What follows belongs to an exercise in optimizing a design on an open flow for small area; a production flow would make more cautious choices. Function was checked by simulation only, so behaviour that the tests miss may differ from the original. No driver is modelled on the clock port, so clocking that relies on it looks cheaper here than on a real chip. Power figures rest on the tool's default switching activity, not on a simulated workload.

==> design.v <==
module colors(sw, c);
  input[7:0] sw;
  output[2:0] c;
  wire lo0 = ~|sw[3:0];
  wire hi0 = ~|sw[7:4];
  wire lo1 = (sw[0] ^ sw[1]) & ~(sw[2] | sw[3]) | (sw[2] ^ sw[3]) & ~(sw[0] | sw[1]);
  wire hi1 = (sw[4] ^ sw[5]) & ~(sw[6] | sw[7]) | (sw[6] ^ sw[7]) & ~(sw[4] | sw[5]);
  wire oh = lo1 & hi0 | hi1 & lo0;    
  assign c[2] = oh & (sw[2] | sw[5] | sw[6] | sw[7]);    
  assign c[1] = oh & (sw[1] | sw[4] | sw[6] | sw[7]);    
  assign c[0] = oh & (sw[1] | sw[3] | sw[5] | sw[7]);    
endmodule
module vga_ctlr(clk, rst, hit, bg, R, G, B, hSync, vSync, hq, hr, vq, vr);
  input clk, rst;
  input hit;           
  input[2:0] bg;       
  output[3:0] R, G, B;
  output hSync, vSync;
  output reg[6:0] hq;
  output reg[3:0] hr;
  output reg[5:0] vq;
  output reg[3:0] vr;
  reg[2:0] c;          
  function [6:0] inc7(input [6:0] a);
    integer i; reg cy;
    begin
      cy = 1'b1;
      for (i = 0; i < 7; i = i + 1) begin
        inc7[i] = a[i] ^ cy;
        cy = a[i] & cy;
      end
    end
  endfunction
  wire hr9 = hr[3] & hr[0];
  wire hend = hr9 & hq[6] & (&hq[3:0]);             
  wire vr9 = vr[3] & vr[0];
  wire vend = vq[5] & vq[4] & vq[2] & vr[2];        
  wire[6:0] hq1 = inc7(hq);
  wire[6:0] vq1 = inc7({1'b0, vq});
  wire[6:0] hr1 = inc7({3'b0, hr});
  wire[6:0] vr1 = inc7({3'b0, vr});
  always@(posedge clk) begin
    if(rst) begin
      hr <= 0; hq <= 0; vr <= 0; vq <= 0;
    end else begin
      if(hr9) begin
        hr <= 0;
        hq <= hend ? 7'd0 : hq1;
      end else
        hr <= hr1[3:0];
      if(hend) begin
        if(vend) begin
          vr <= 0; vq <= 0;
        end else if(vr9) begin
          vr <= 0; vq <= vq1[5:0];
        end else
          vr <= vr1[3:0];
      end
    end
  end
  wire hvis = ~hq[6] & ~(&hq[5:0] & hr9) | hend;
  wire vvis = ~(vq[5] & vq[4]) & ~(&vq[3:0] & ~vq[4] & vq[5] & vr9) | ((hq == 7'd52) & (hr == 4'd4));
  always@(posedge clk) begin
    if(rst | ~(hvis & vvis))
      c <= 0;
    else if(hit)
      c <= 3'b010;
    else
      c <= bg;
  end
  wire g = c[2], a = c[1], b = c[0];
  wire r4 = a | (g & b);
  wire g3 = g & a;
  wire g1 = g & (a | b);
  wire b4 = b & (~g | a);
  assign R = {4{r4}};
  assign G = {g3, g, g1, g3};
  assign B = {4{b4}};
  assign hSync = ~(((hq == 7'd65) & hr9) | ((hq > 7'd65) & (hq < 7'd75)) |
                   ((hq == 7'd75) & (hr <= 4'd5)));
  wire h0 = (hq == 7'd0) & (hr == 4'd0);
  assign vSync = ~((vq == 6'd49) & (h0 ? (vr == 4'd3) : (vr == 4'd2)));
endmodule
module snake_ctlr(start, pause, resume, stop, u, d, l, r, clk, rst, tick,
                  hq, hr, vq, vr, hit);
  input start, pause, resume, stop, u, d, l, r, clk, rst, tick;
  input[6:0] hq;
  input[3:0] hr;
  input[5:0] vq;
  input[3:0] vr;
  output hit;
  localparam[1:0] RT = 2'b00, LF = 2'b01, UP = 2'b10, DN = 2'b11;
  localparam[2:0] M_RUN = 3'd0, M_PAUSED = 3'd1, M_OVER = 3'd2, M_RESTART = 3'd3,
                  M_STOPPED = 3'd4;
  reg[2:0] mode;
  wire stopped = mode[2];
  reg[1:0] frameCtr;       
  reg[1:0] dir;            
  reg[6:0] hxn;            
  reg[5:0] hyn;            
  reg[1:0] md1, md2, md3, md4;   
  function [6:0] step7(input [6:0] a, input s);
    integer i; reg cy;
    begin
      cy = 1'b1;
      for (i = 0; i < 7; i = i + 1) begin
        step7[i] = a[i] ^ cy;
        cy = cy & (a[i] ^ s);
      end
    end
  endfunction
  function [6:0] add7(input [6:0] a, input [6:0] b);
    integer i; reg cy;
    begin
      cy = 1'b0;
      for (i = 0; i < 7; i = i + 1) begin
        add7[i] = a[i] ^ b[i] ^ cy;
        cy = (a[i] & b[i]) | (a[i] & cy) | (b[i] & cy);
      end
    end
  endfunction
  function [3:0] add4(input [3:0] a, input [3:0] b);
    integer i; reg cy;
    begin
      cy = 1'b0;
      for (i = 0; i < 4; i = i + 1) begin
        add4[i] = a[i] ^ b[i] ^ cy;
        cy = (a[i] & b[i]) | (a[i] & cy) | (b[i] & cy);
      end
    end
  endfunction
  wire out = (~hxn[6] & hxn[0]) | (~hyn[5] & ~hyn[4] & hyn[0]);
  reg[1:0] ndir;
  always@(*) begin
    ndir = dir;
    if(u && (dir != DN)) ndir = UP;
    if(r && (dir != LF)) ndir = RT;
    if(l && (dir != RT)) ndir = LF;
    if(d && (dir != UP)) ndir = DN;
  end
  wire[6:0] hxs = step7(hxn, dir == RT);
  wire[6:0] hys = step7({1'b0, hyn}, dir == DN);
  always@(posedge clk) begin
    if(rst) begin
      frameCtr <= 0;
      mode <= M_STOPPED;
      hxn <= 7'd124; hyn <= 6'd0;
      md1 <= RT; md2 <= RT; md3 <= RT; md4 <= RT;
    end else if(tick) begin
      frameCtr <= {frameCtr[0], ~frameCtr[1]};    
      case(mode)
        M_PAUSED: if(resume) mode <= M_RUN;
        M_OVER, M_STOPPED: if(start) mode <= M_RESTART;
        M_RESTART: begin
          dir <= RT;
          hxn <= 7'd124; hyn <= 6'd0;
          md1 <= RT; md2 <= RT; md3 <= RT; md4 <= RT;
          mode <= M_RUN;
        end
        default: begin
          if(start) mode <= M_RESTART;
          else if(stop) mode <= M_STOPPED;
          else if(pause) mode <= M_PAUSED;
          else if(out) mode <= M_OVER;
          else begin
            dir <= ndir;
            if(frameCtr == 2'd0) begin
              if(dir[1]) hyn <= hys[5:0];
              else hxn <= hxs;
              md1 <= dir; md2 <= md1; md3 <= md2; md4 <= md3;
            end
          end
        end
      endcase
    end
  end
  function [3:0] ox(input[1:0] m);
    ox = (m == RT) ? 4'hF : (m == LF) ? 4'h1 : 4'h0;
  endfunction
  function [3:0] oy(input[1:0] m);
    oy = (m == DN) ? 4'hF : (m == UP) ? 4'h1 : 4'h0;
  endfunction
  wire[3:0] cx1 = ox(md1), cy1 = oy(md1);
  wire[3:0] cx2 = add4(cx1, ox(md2)), cy2 = add4(cy1, oy(md2));
  wire[3:0] cx3 = add4(cx2, ox(md3)), cy3 = add4(cy2, oy(md3));
  wire[3:0] cx4 = add4(cx3, ox(md4)), cy4 = add4(cy3, oy(md4));
  wire[6:0] dx = add7(hq, hxn);
  wire[6:0] dy = add7({1'b0, vq}, {1'b0, hyn});
  wire near = ((dx[6:3] == 4'h0) | (dx[6:3] == 4'hF)) & ((dy[5:3] == 3'h0) | (dy[5:3] == 3'h7));
  wire odd = dx[0] ^ dy[0];
  wire on = odd ? (((dx[3:0] == cx1) & (dy[3:1] == cy1[3:1])) |
                   ((dx[3:0] == cx3) & (dy[3:1] == cy3[3:1])))
                : (((dx[3:0] == 4'h0) & (dy[3:1] == 3'h0)) |
                   ((dx[3:0] == cx2) & (dy[3:1] == cy2[3:1])) |
                   ((dx[3:0] == cx4) & (dy[3:1] == cy4[3:1])));
  assign hit = ~stopped & ~hq[6] & ~(vq[5] & vq[4]) & (hr != 4'd0) & (vr != 4'd0) & near & on;
endmodule
module snake_top(clk, rst, tick, start, pause, resume, stop, up, down, left, right,
                 sw, vgaRed, vgaGreen, vgaBlue, Hsync, Vsync);
  input clk, rst, tick;
  input start, pause, resume, stop, up, down, left, right;
  input[7:0] sw;
  output[3:0] vgaRed, vgaGreen, vgaBlue;
  output Hsync, Vsync;
  wire[6:0] hq;
  wire[3:0] hr;
  wire[5:0] vq;
  wire[3:0] vr;
  wire hit;
  wire[2:0] bg;
  vga_ctlr top_vga_ctlr(clk, rst, hit, bg, vgaRed, vgaGreen, vgaBlue, Hsync, Vsync,
                        hq, hr, vq, vr);
  snake_ctlr top_snake_ctlr(start, pause, resume, stop, up, down, left, right,
                            clk, rst, tick, hq, hr, vq, vr, hit);
  colors bg_color(sw, bg);
endmodule
==> flow/run.sh <==
#!/bin/bash
# Own layout flow: the standard flow (standard.sh) with these changes.
#  1. Synthesis maps the logic for area: the abc call of the standard
#     synthesis script runs abc with each of flow/abc_*.script and 30 seeds
#     of a deepsyn script, and keeps the smallest netlist (flow/abc_pick.tcl). Everything else in synthesis
#     (registers, flattening, renaming) is the standard script, unchanged.
#  2. Full and half adder cells are not used, so the adder extraction step
#     leaves adders to abc as plain logic.
#  3. Ports are buffered with sky130_fd_sc_hd__buf_1.
#  4. Clock tree options from flow/cts_args, if that file exists, and
#     flow/post_cts.tcl run after clock tree synthesis (shrinks the root
#     clock buffer).
# Each tool's log is in orfs/logs/; this script's own output is in run.log,
# standard.sh's in standard.log.
set -euo pipefail
W=$(pwd)
exec > >(tee -a "$W/run.log") 2>&1
export OWN_FLOW_DIR="$W/abc_scripts"

# abc scripts to try: the fixed ones in flow/, and deepsyn with seeds 1..30
mkdir -p abc_scripts
cp flow/abc_*.script abc_scripts/
for s in $(seq 1 30); do
  printf 'strash\n&get -n\n&deepsyn -T 20 -S %d\n&put\ndch -f\namap\ntopo\n' $s > abc_scripts/abc_s$(printf %02d $s).script
done

{
  head -1 synth_recipe.tcl
  cat flow/abc_pick.tcl
  tail -n +2 synth_recipe.tcl
} > own_synth.tcl

cat >> config.mk <<EOT
export DONT_USE_CELLS = sky130_fd_sc_hd__fa_1 sky130_fd_sc_hd__fa_2 sky130_fd_sc_hd__fa_4 sky130_fd_sc_hd__ha_1 sky130_fd_sc_hd__ha_2 sky130_fd_sc_hd__ha_4
EOT

export BUFFER_PORTS_ARGS="-buffer_cell sky130_fd_sc_hd__buf_1"
if [[ -f flow/cts_args ]]; then
  export CTS_ARGS="$(cat flow/cts_args)"
fi
if [[ -f flow/post_cts.tcl ]]; then
  export POST_CTS_TCL="$W/flow/post_cts.tcl"
fi

bash standard.sh SYNTH_SCRIPT="$W/own_synth.tcl" finish > standard.log 2>&1
grep "OWN_FLOW" orfs/logs/*/*/*/1_2_yosys.log || true
==> flow/abc_a.script <==
strash
&get -n
&deepsyn -T 20
&put
dch -f
amap
topo
==> flow/abc_b.script <==
strash
&get -n
&deepsyn -T 20
&put
dch
amap
topo
==> flow/abc_c.script <==
strash
&get -n
&deepsyn -T 20
&put
dch -f
amap
topo
strash
dch -f
amap
topo
==> flow/abc_d.script <==
strash
&get -n
&deepsyn -T 20
&dch -f
&nf -a -R 1000
&put
topo
==> flow/abc_f.script <==
strash
&get -n
&deepsyn -T 40
&put
dch
amap
topo
==> flow/abc_h.script <==
strash
dc2
&get -n
&deepsyn -T 20
&put
dch -f
amap
topo
==> flow/abc_pick.tcl <==
# Replaces the abc call of the standard synthesis script: runs abc with each
# of the flow's area scripts on the same netlist and keeps the smallest result.
proc abc {args} {
  set i [lsearch -exact $args -script]
  set lib [lindex $args [expr {[lsearch -exact $args -liberty] + 1}]]
  yosys design -save my_pre_abc
  set best_area 1e18
  set best ""
  foreach s [lsort [glob $::env(OWN_FLOW_DIR)/abc_*.script]] {
    yosys design -load my_pre_abc
    yosys abc {*}[lreplace $args [expr {$i + 1}] [expr {$i + 1}] $s]
    set st [yosys tee -q -s result.string stat -liberty $lib]
    if { [regexp {Chip area for module '[^']*': ([0-9.]+)} $st -> area] } {
      puts "OWN_FLOW abc script [file tail $s]: area $area"
      if { $area < $best_area } { set best_area $area; set best $s }
    }
  }
  puts "OWN_FLOW abc script chosen: [file tail $best] ($best_area)"
  yosys design -load my_pre_abc
  yosys abc {*}[lreplace $args [expr {$i + 1}] [expr {$i + 1}] $best]
}
==> flow/cts_args <==
-sink_clustering_enable -repair_clock_nets -buf_list sky130_fd_sc_hd__clkbuf_8 -dont_use_dummy_load
==> flow/post_cts.tcl <==
# After clock tree synthesis: the root buffer of the clock tree only drives
# the few leaf buffers, so it is made the smallest clock buffer. The leaf
# buffers that drive the registers are left as they are.
foreach inst [[ord::get_db_block] getInsts] {
  if { [[$inst getMaster] getName] eq "sky130_fd_sc_hd__clkbuf_8" && [string match "clkbuf_0_*" [$inst getName]] } {
    puts "post_cts: [$inst getName] -> sky130_fd_sc_hd__clkbuf_1"
    replace_cell [$inst getName] sky130_fd_sc_hd__clkbuf_1
  }
}
estimate_parasitics -placement
==> standard.sh <==
#!/bin/bash
# synth_recipe.tcl (not shown) runs the flow's synth.tcl, then flattens the netlist and writes it again
# the make line also repeats each setting of config.mk as NAME=value (left out here)
make -C /OpenROAD-flow-scripts/flow DESIGN_CONFIG=/design/flow/config.mk WORK_HOME=/design/flow/orfs CLKGATE_MAP_FILE= SYNTH_SCRIPT=/design/flow/synth_recipe.tcl "${@:-finish}"
==> config.mk <==
export PLATFORM = sky130hd
export DESIGN_NAME = snake_top
export DESIGN_NICKNAME = snake_top
export VERILOG_FILES = /design/flow/design.v
export SDC_FILE = /design/flow/constraint.sdc
export NUM_CORES = 4
export LEC_CHECK = 0
export ABC_AREA = 1
export CAP_MARGIN = 20
export CORE_MARGIN = 2
export CORE_UTILIZATION = 40
export CTS_BUF_LIST = sky130_fd_sc_hd__clkbuf_8
export SLEW_MARGIN = 20
export DONT_USE_CELLS = sky130_fd_sc_hd__fa_1 sky130_fd_sc_hd__fa_2 sky130_fd_sc_hd__fa_4 sky130_fd_sc_hd__ha_1 sky130_fd_sc_hd__ha_2 sky130_fd_sc_hd__ha_4
==> constraint.sdc <==
create_clock -name core_clock -period 5.0 [get_ports {clk}]
set_input_delay 1.0000 -clock core_clock [delete_from_list [all_inputs] [get_ports {clk}]]
set_output_delay 1.0000 -clock core_clock [all_outputs]
set_load 0.01 [all_outputs]
==> summary.md, run 1 <==
| Metric | Value |
|---|---|
| Met3 GRT Util | 2.82% |
| WP depth | 16 |
| Commonest cells in the netlist | 82 x nor2_1, 77 x clkinv_1, 50 x dfxtp_1 |
| Synth area leader | dfxtp_1 |
| Core ar. | 7770 um2 |
| Status | timing/DRC/antenna clean |
| Setup WS pre-CTS | 0.838 ns |
| Fraction of registers with async set/reset | 0% |
| Layout cells sized above 1 | 1.01% |
| Fill cells | 834 |
| Total power | 0.699 mW |
| Synth top area cells | dfxtp_1 31%, nor2_1 9.6%, clkinv_1 9.0% |
| Most frequent CP cell | o21ai_0 |
| CTS tree | done |
| WP data required | 5.39 ns |
| Layout area overhead | 6.98% |
| Synth Cell Area | 3210 um2 |
| Number of flops mapped to enable cells by yosys | 2 |
| GRT overflow | 0 |
| IO Pins | 33 |
| Startpoint Class | input pin |
| Top FF cell, synth | dfxtp_1 |
| Syn_area_per_cell | 6.85 um2 |
| Antenna violations before repair | 0 |
| Clock Pin Slew Worst Setup and Hold Paths | 0.09 ns |
| Via density per instance | 5.55 |
| Die height | 93.6 um |
| Max cap viols | 0 |
| Smallest hold slack | 0.465 ns |
| Starting Density | 41.3% |
| CP Cell Sequence | buf_1, nor2_1, o21ai_0, a2111oi_0, o21ai_0, nor4_1, clkinv_1, nor2_1, o221ai_1, clkinv_1, o221ai_1, nor3_1, or2_0, o21ai_0, nand2_1, o211ai_1 |
| Minimum clock period | 3.71 ns |
| GRT Util Overall | 18.9% |
| Post-Place Cell Area | 3380 um2 |
| Rel. slew slack | 30.8% |
| Fmax | 270 MHz |
| Worst vdd ir | 97.5 uV |
| Worst setup margin | 1.29 ns |
| Max stage delay cell, worst path | a2111oi_0 |
| Worst EP arrival | 4.10 ns |
| Register Area | 1060 um2 |
| Row Count | 32 |
| Initial DRC Count | 202 |
| DP HPWL | 6.22 mm |
| Register area share after synthesis | 33.0% |
| Worst skew pair latency | 0.51 ns |
| Final period util | 74.1% |
| N_diodes | 0 |
| Post-Syn Instances | 469 |
| Pwr dens | 203 nW/um2 |
| Final Hold Vio Count | 0 |
| Buffers on Ports | 32 |
| Largest net degree at the start of global routing | 14 |
| Yosys warning count | 2 |
| Met1 usage | 24.8% |
| Static power due to leakage | 1.09 nW |
| Hold Crit Class | register to register |
| TritonRoute pass-1 iters | 5 |
| Area of the multi-input gates | 1770 um2 |
| Worst hold path depth | 1 |
| Crit-path max cell delay | 0.46 ns |
| Max Slew Vio Count | 0 |
| GP Congestion | 0.829 |
| First-pass GRT wire length | 13.4 mm |
| DRT Wirelength | 7.79 mm |
| Post-route DRC | 0 |
| Vias post-DR | 3312 |
| Met2 usage | 31.9% |
| CP endpoint kind | register |
| Share of the synthesized area in the top cell type | 31.2% |
| TNS Setup | 0 ns |
| WP buf/inv | 3 |
| Crit path max fanout | 6 |
| Critical path type | input pin to register |
| DIE AREA | 8760 um2 |
| Final nets | 516 |
| Most frequent cell after synthesis | nor2_1 |
| Final Skew | 0.00626 ns |
| RSZ-0062 raised after global routing | no |
| Gr busiest metal | met2 |
| Setup violators final | 0 |
| R2R depth | 14 |
| Slew @ Worst Pin | 1.03 ns |
| Synth Net Count | 488 |
| Final ANT Viol Nets | 0 |
| Crit path max-delay family | compound AO/OA/AOI/OAI gates |
| Routed len/inst | 13.0 um |
| #FFs+latches synth | 52 |
| Vias in the first global route | 3033 |
| Post-route cell area | 3430 um2 |
| CTS Sinks | 52 |
| Die Width | 93.6 um |
| Unique masters post-synth | 42 |
[placed cells by master (no fill, tap or decap), types with 4 or more instances in the layout]
cell type  synthesis  final
o22ai_1           23     23
a31oi_1            5      5
a21oi_1           30     30
nand2_1           36     36
o21ai_0           41     41
or2_0              5      5
nor2_1            82     82
a22oi_1            5      5
clkbuf_8           0      4
dfxtp_1           50     50
nor3_1            16     16
a211oi_1          13     13
clkinv_1          77     77
o221ai_1          10     10
buf_1              0     32
nor4_1             9      9
nand3_1            7      7
o21a_1             8      8
[area by class of cell]
cell class                 count  share of cell area [%]
tap                          102                    3.72
multi-input combinational    328                    51.5
sequential                    52                    30.9
inverter                      77                    8.42
clock buffer                   5                    1.71
timing repair buffer          33                    3.72
[cell families after synthesis]
logic type             after synthesis  synth area share [%]
AND/OR/NAND/NOR                    167                  22.6
buffers and inverters               89                  11.8
AO/OA/AOI/OAI                      161                  32.6
flip-flops                          52                  33.0
[layer usage]
layer / wire length (um) / up-vias / share of wire [%]
met1: 3680 / 1510 / 47
met2: 3700 / 59 / 47
li1: - / 1734 / -
met5: 0 / - / 0
met3: 263 / 9 / 3.4
met4: 148 / 0 / 1.9
[where the power goes]
group / switching, mW / internal, mW / total (mW)
clock: 0.125 / 0.0738 / 0.199
sequential: 0.00519 / 0.423 / 0.428
combinational: 0.0453 / 0.0263 / 0.0715
total: 0.175 / 0.523 / 0.699
[sequential cells by signal (all words and copies together) (netlist names), 3 cells and up]
name / cells
top_snake_ctlr.hxn: 7
top_snake_ctlr.hyn: 6
top_snake_ctlr.mode: 3
top_vga_ctlr.c: 3
top_vga_ctlr.hq: 7
top_vga_ctlr.hr: 4
top_vga_ctlr.vq: 6
top_vga_ctlr.vr: 4
[worst paths after layout]
check	to	slack [ns]	from
worst max register to register	top_snake_ctlr.hxn[6]	1.49	top_snake_ctlr.hxn[6]
worst min register to register	top_snake_ctlr.frameCtr[0]	0.46	top_snake_ctlr.frameCtr[1]
worst min-delay path	top_snake_ctlr.frameCtr[0]	0.46	top_snake_ctlr.frameCtr[1]
worst max-delay path	top_snake_ctlr.hxn[6]	1.29	start
[metrics by stage]
step / std cells / utilization, %
6_report: 597 / 44.2
5_1_grt: 597 / 44.2
2_1_floorplan: 469 / -
3_5_place_dp: 592 / 43.5
3_3_place_gp: 592 / 43.5
==> run 2, diff against run 1 <==
--- a/design.v
+++ b/design.v
@@ -1,18 +1,21 @@
 module colors(sw, c);
   input[7:0] sw;
-  output[2:0] c;
+  output[4:0] c;
   wire lo0 = ~|sw[3:0];
   wire hi0 = ~|sw[7:4];
   wire lo1 = (sw[0] ^ sw[1]) & ~(sw[2] | sw[3]) | (sw[2] ^ sw[3]) & ~(sw[0] | sw[1]);
   wire hi1 = (sw[4] ^ sw[5]) & ~(sw[6] | sw[7]) | (sw[6] ^ sw[7]) & ~(sw[4] | sw[5]);
-  wire oh = lo1 & hi0 | hi1 & lo0;    
-  assign c[2] = oh & (sw[2] | sw[5] | sw[6] | sw[7]);    
-  assign c[1] = oh & (sw[1] | sw[4] | sw[6] | sw[7]);    
-  assign c[0] = oh & (sw[1] | sw[3] | sw[5] | sw[7]);    
+  wire lo = lo1 & hi0;    
+  wire hi = hi1 & lo0;    
+  assign c[4] = lo & sw[1] | hi;                     
+  assign c[3] = hi & (sw[6] | sw[7]);                
+  assign c[2] = lo & sw[2] | hi & ~sw[4];            
+  assign c[1] = hi & ~sw[4];                         
+  assign c[0] = lo & (sw[1] | sw[3]) | hi & sw[7];   
 endmodule
 module vga_ctlr(clk, rst, hit, bg, R, G, B, hSync, vSync, hq, hr, vq, vr);
   input clk, rst;
   input hit;           
-  input[2:0] bg;       
+  input[4:0] bg;       
   output[3:0] R, G, B;
   output hSync, vSync;
@@ -21,5 +24,5 @@
   output reg[5:0] vq;
   output reg[3:0] vr;
-  reg[2:0] c;          
+  reg[4:0] c;
   function [6:0] inc7(input [6:0] a);
     integer i; reg cy;
@@ -65,16 +68,11 @@
       c <= 0;
     else if(hit)
-      c <= 3'b010;
+      c <= 5'b1_0_0_0_0;
     else
       c <= bg;
   end
-  wire g = c[2], a = c[1], b = c[0];
-  wire r4 = a | (g & b);
-  wire g3 = g & a;
-  wire g1 = g & (a | b);
-  wire b4 = b & (~g | a);
-  assign R = {4{r4}};
-  assign G = {g3, g, g1, g3};
-  assign B = {4{b4}};
+  assign R = {4{c[4]}};
+  assign G = {c[3], c[2], c[1], c[3]};
+  assign B = {4{c[0]}};
   assign hSync = ~(((hq == 7'd65) & hr9) | ((hq > 7'd65) & (hq < 7'd75)) |
                    ((hq == 7'd75) & (hr <= 4'd5)));
@@ -96,5 +94,5 @@
   wire stopped = mode[2];
   reg[1:0] frameCtr;       
-  reg[1:0] dir;            
+  reg[1:0] dir;
   reg[6:0] hxn;            
   reg[5:0] hyn;            
@@ -145,4 +143,5 @@
       frameCtr <= 0;
       mode <= M_STOPPED;
+      dir <= RT;
       hxn <= 7'd124; hyn <= 6'd0;
       md1 <= RT; md2 <= RT; md3 <= RT; md4 <= RT;
@@ -208,5 +207,5 @@
   wire[3:0] vr;
   wire hit;
-  wire[2:0] bg;
+  wire[4:0] bg;
   vga_ctlr top_vga_ctlr(clk, rst, hit, bg, vgaRed, vgaGreen, vgaBlue, Hsync, Vsync,
                         hq, hr, vq, vr);
==> run 2 against run 1 <==
Still clean. Synthesized cell count up 1.1%. Design area is 0.36% higher. Critical path depth grew 1. Worst setup slack worse by 0.064 ns. Die area decreased by 0.97%. Critical path type is now register to register. Largest power group unchanged. Highest routed layer unchanged.
==> summary.md, run 2 <==
| Metric | Value |
|---|---|
| Commonest non-fill, non-tap cell in the layout | nor2_1 |
| Unique masters post-synth | 38 |
| GRT overflow | 0 |
| Share of the synthesized area in the top cell type | 34.0% |
| Vias post-DR | 3287 |
| Worst R2R End | top_snake_ctlr.hxn[6] |
| Final Hold Vio Count | 0 |
| Commonest cells in the netlist | 91 x nor2_1, 70 x clkinv_1, 54 x dfxtp_1 |
| DP HPWL | 6.45 mm |
| #FFs+latches synth | 54 |
| Max cap viols | 0 |
| Synth Cell Area | 3180 um2 |
| Hold Crit Start | top_vga_ctlr.hr[0] |
| Pwr dens | 214 nW/um2 |
| Rel. slew slack | 42.2% |
| Worst EP arrival | 4.22 ns |
| CTS tree | done |
| Largest registers | top_snake_ctlr.hxn: 7 flops, top_vga_ctlr.hq: 7 flops |
| Layout area overhead | 8.46% |
| Clock Pin Slew Worst Setup and Hold Paths | 0.10 ns |
| Critical path type | register to register |
| Fraction of registers with async set/reset | 0% |
| Static power due to leakage | 1.13 nW |
| Final nets | 527 |
| TritonRoute pass-1 iters | 5 |
| Setup violators final | 0 |
| Largest net degree at the start of global routing | 16 |
| First-pass GRT wire length | 13.1 mm |
| Worst hold path depth | 1 |
| IO Pins | 33 |
| Synth top area cells | dfxtp_1 34%, nor2_1 11%, clkinv_1 8.3% |
| Post-route DRC | 0 |
| Status | timing/DRC/antenna clean |
| Final Skew | 0.0191 ns |
| Max Slew Vio Count | 0 |
| Worst vdd ir | 118 uV |
| Synth Net Count | 493 |
| Fmax | 265 MHz |
| Post-Syn Instances | 474 |
| WP data required | 5.45 ns |
| Minimum clock period | 3.77 ns |
| Number of flops mapped to enable cells by yosys | 0 |
| DRT Wirelength | 8.00 mm |
| Crit path max fanout | 6 |
| Core ar. | 7730 um2 |
| Via density per instance | 5.41 |
| Most frequent cells in the layout | 91 x nor2_1, 70 x clkinv_1, 54 x dfxtp_1 |
| Startpoint Class | register |
| R2R depth | 17 |
| CTS Sinks | 54 |
| Total power | 0.737 mW |
| Yosys warning count | 2 |
| Initial DRC Count | 126 |
| Fin util | 44.6% |
| CP endpoint kind | register |
| Hold Path End | top_vga_ctlr.hr[0] |
| TNS Setup | 0 ns |
| Register area share after synthesis | 34.0% |
| Worst skew pair latency | 0.57 ns |
| Antenna violations before repair | 0 |
| Most frequent cell after synthesis | nor2_1 |
| Die height | 93.1 um |
| Reg2Reg Setup Slack | 1.23 ns |
| Layout cells sized above 1 | 1.19% |
| N_diodes | 0 |
| Starting Density | 41.1% |
| GP Congestion | 0.895 |
| GRT Util Overall | 18.7% |
| Top FF cell, synth | dfxtp_1 |
| Synth area leader | dfxtp_1 |
| Reg2Reg Launch Point | top_snake_ctlr.mode[2] |
| Hold Crit Class | register to register |
| DIE AREA | 8670 um2 |
| Syn_area_per_cell | 6.70 um2 |
| Final ANT Viol Nets | 0 |
| Buffers on Ports | 32 |
| Final period util | 75.4% |
| Slew @ Worst Pin | 0.858 ns |
| Row Count | 32 |
| Routed len/inst | 13.2 um |
| Die Width | 93.1 um |
| RSZ-0062 raised after global routing | no |
| Vias in the first global route | 3001 |
## run 2: how the worst max path moves through the flow
stage | start | end | cells after the start
floorplan | pause | top_snake_ctlr.hxn[6] | 16
global placement | pause | top_snake_ctlr.hxn[6] | 17
detailed placement | pause | top_snake_ctlr.hxn[6] | 17
global route | top_snake_ctlr.mode[2] | top_snake_ctlr.hxn[6] | 17
finish | top_snake_ctlr.mode[2] | top_snake_ctlr.hxn[6] | 17
## run 2: cell type report
| type | instances | area [um2] |
|---|---|---|
| clock buffers | 5 | 58.8 |
| fillers | 796 | 4280 |
| inverters | 70 | 263 |
| multi-input cells | 343 | 1780 |
| flip-flops and latches | 54 | 1080 |
| well taps | 102 | 128 |
| repair buffers | 34 | 135 |
## run 2: metrics by stage
| step | cells | instance area (um2) | hold WS (ns) | setup slack [ns] |
|---|---|---|---|---|
| global route | 608 | 3450 | 0.474 | 0.725 |
| floorplan | 474 | 3180 | 0.417 | 1.29 |
| detailed placement | 603 | 3390 | 0.442 | 0.651 |
| finish | 608 | 3450 | 0.460 | 1.23 |
| global placement | 603 | 3390 | 0.431 | 0.812 |
## run 2: where the power goes
group / switching [mW] / internal, mW
clock network: 0.135 / 0.0739
logic: 0.0520 / 0.0299
registers: 0.00908 / 0.437
## run 2: layer usage
layer / routed length (um) / up-vias / track usage, %
li1: - / 1755 / -
met1: 3660 / 1482 / 23.2
met5: 0 / - / 0
met4: 56 / 0 / 4.53
met2: 3970 / 45 / 34.1
met3: 315 / 5 / 2.74
## run 2: logic make-up (layout without fill, tap and decap cells)
| group | after synthesis | after routing | synth area share, % |
|---|---|---|---|
| simple gates | 191 | 191 | 25.4 |
| compound gates | 152 | 152 | 30.6 |
| buf+inv | 77 | 109 | 9.92 |
| flops | 54 | 54 | 34.0 |
## run 2: worst max-delay path, stage by stage, from the launching register on
cell      delay [ns]
dfxtp_1         0.43
nor2_1          0.13
a21oi_1         0.15
nand2_1         0.07
a31oi_1         0.15
nor2_1          0.07
nor4_1          0.55
clkinv_1        0.20
or4_1           0.55
nor2_1          0.15
clkinv_1        0.12
nor3_1          0.25
a22oi_1         0.18
nor3_1          0.23
nand2b_1        0.15
o21ai_0         0.12
nand2_1         0.09
o211ai_1        0.08

## re-timing with driven ports
In the flow no input, the clock included, has a driving cell. The finished layouts below were timed again as built, in two steps. Step 1 assumes that a clkbuf_16 drives the clock port and a buf_2 every other input. Step 2 adds t to the input delays and takes it off the output delays; t is the mean of the earliest and latest rising clock arrival at the registers after step 1. Input paths then give back, and output paths get back, about the clock's delay inside the block. Slacks: no drivers / after step 1 / after step 2; pairs: no drivers / after step 1.
run | shift t [ns] | setup slack, ns | worst slew at a driven data input, ns | cell pins on the clock port's net
run 1 | 0.540 | 1.294 / 1.306 / 0.766 | 0.03 | 1
run 2 | 0.589 | 1.229 / 1.229 / 0.692 | 0.03 | 1
After both steps setup and hold are still met in every run listed. The setup slack of run 2, which loses most, moves by 0.000 ns with the drivers and by -0.537 ns with both steps.
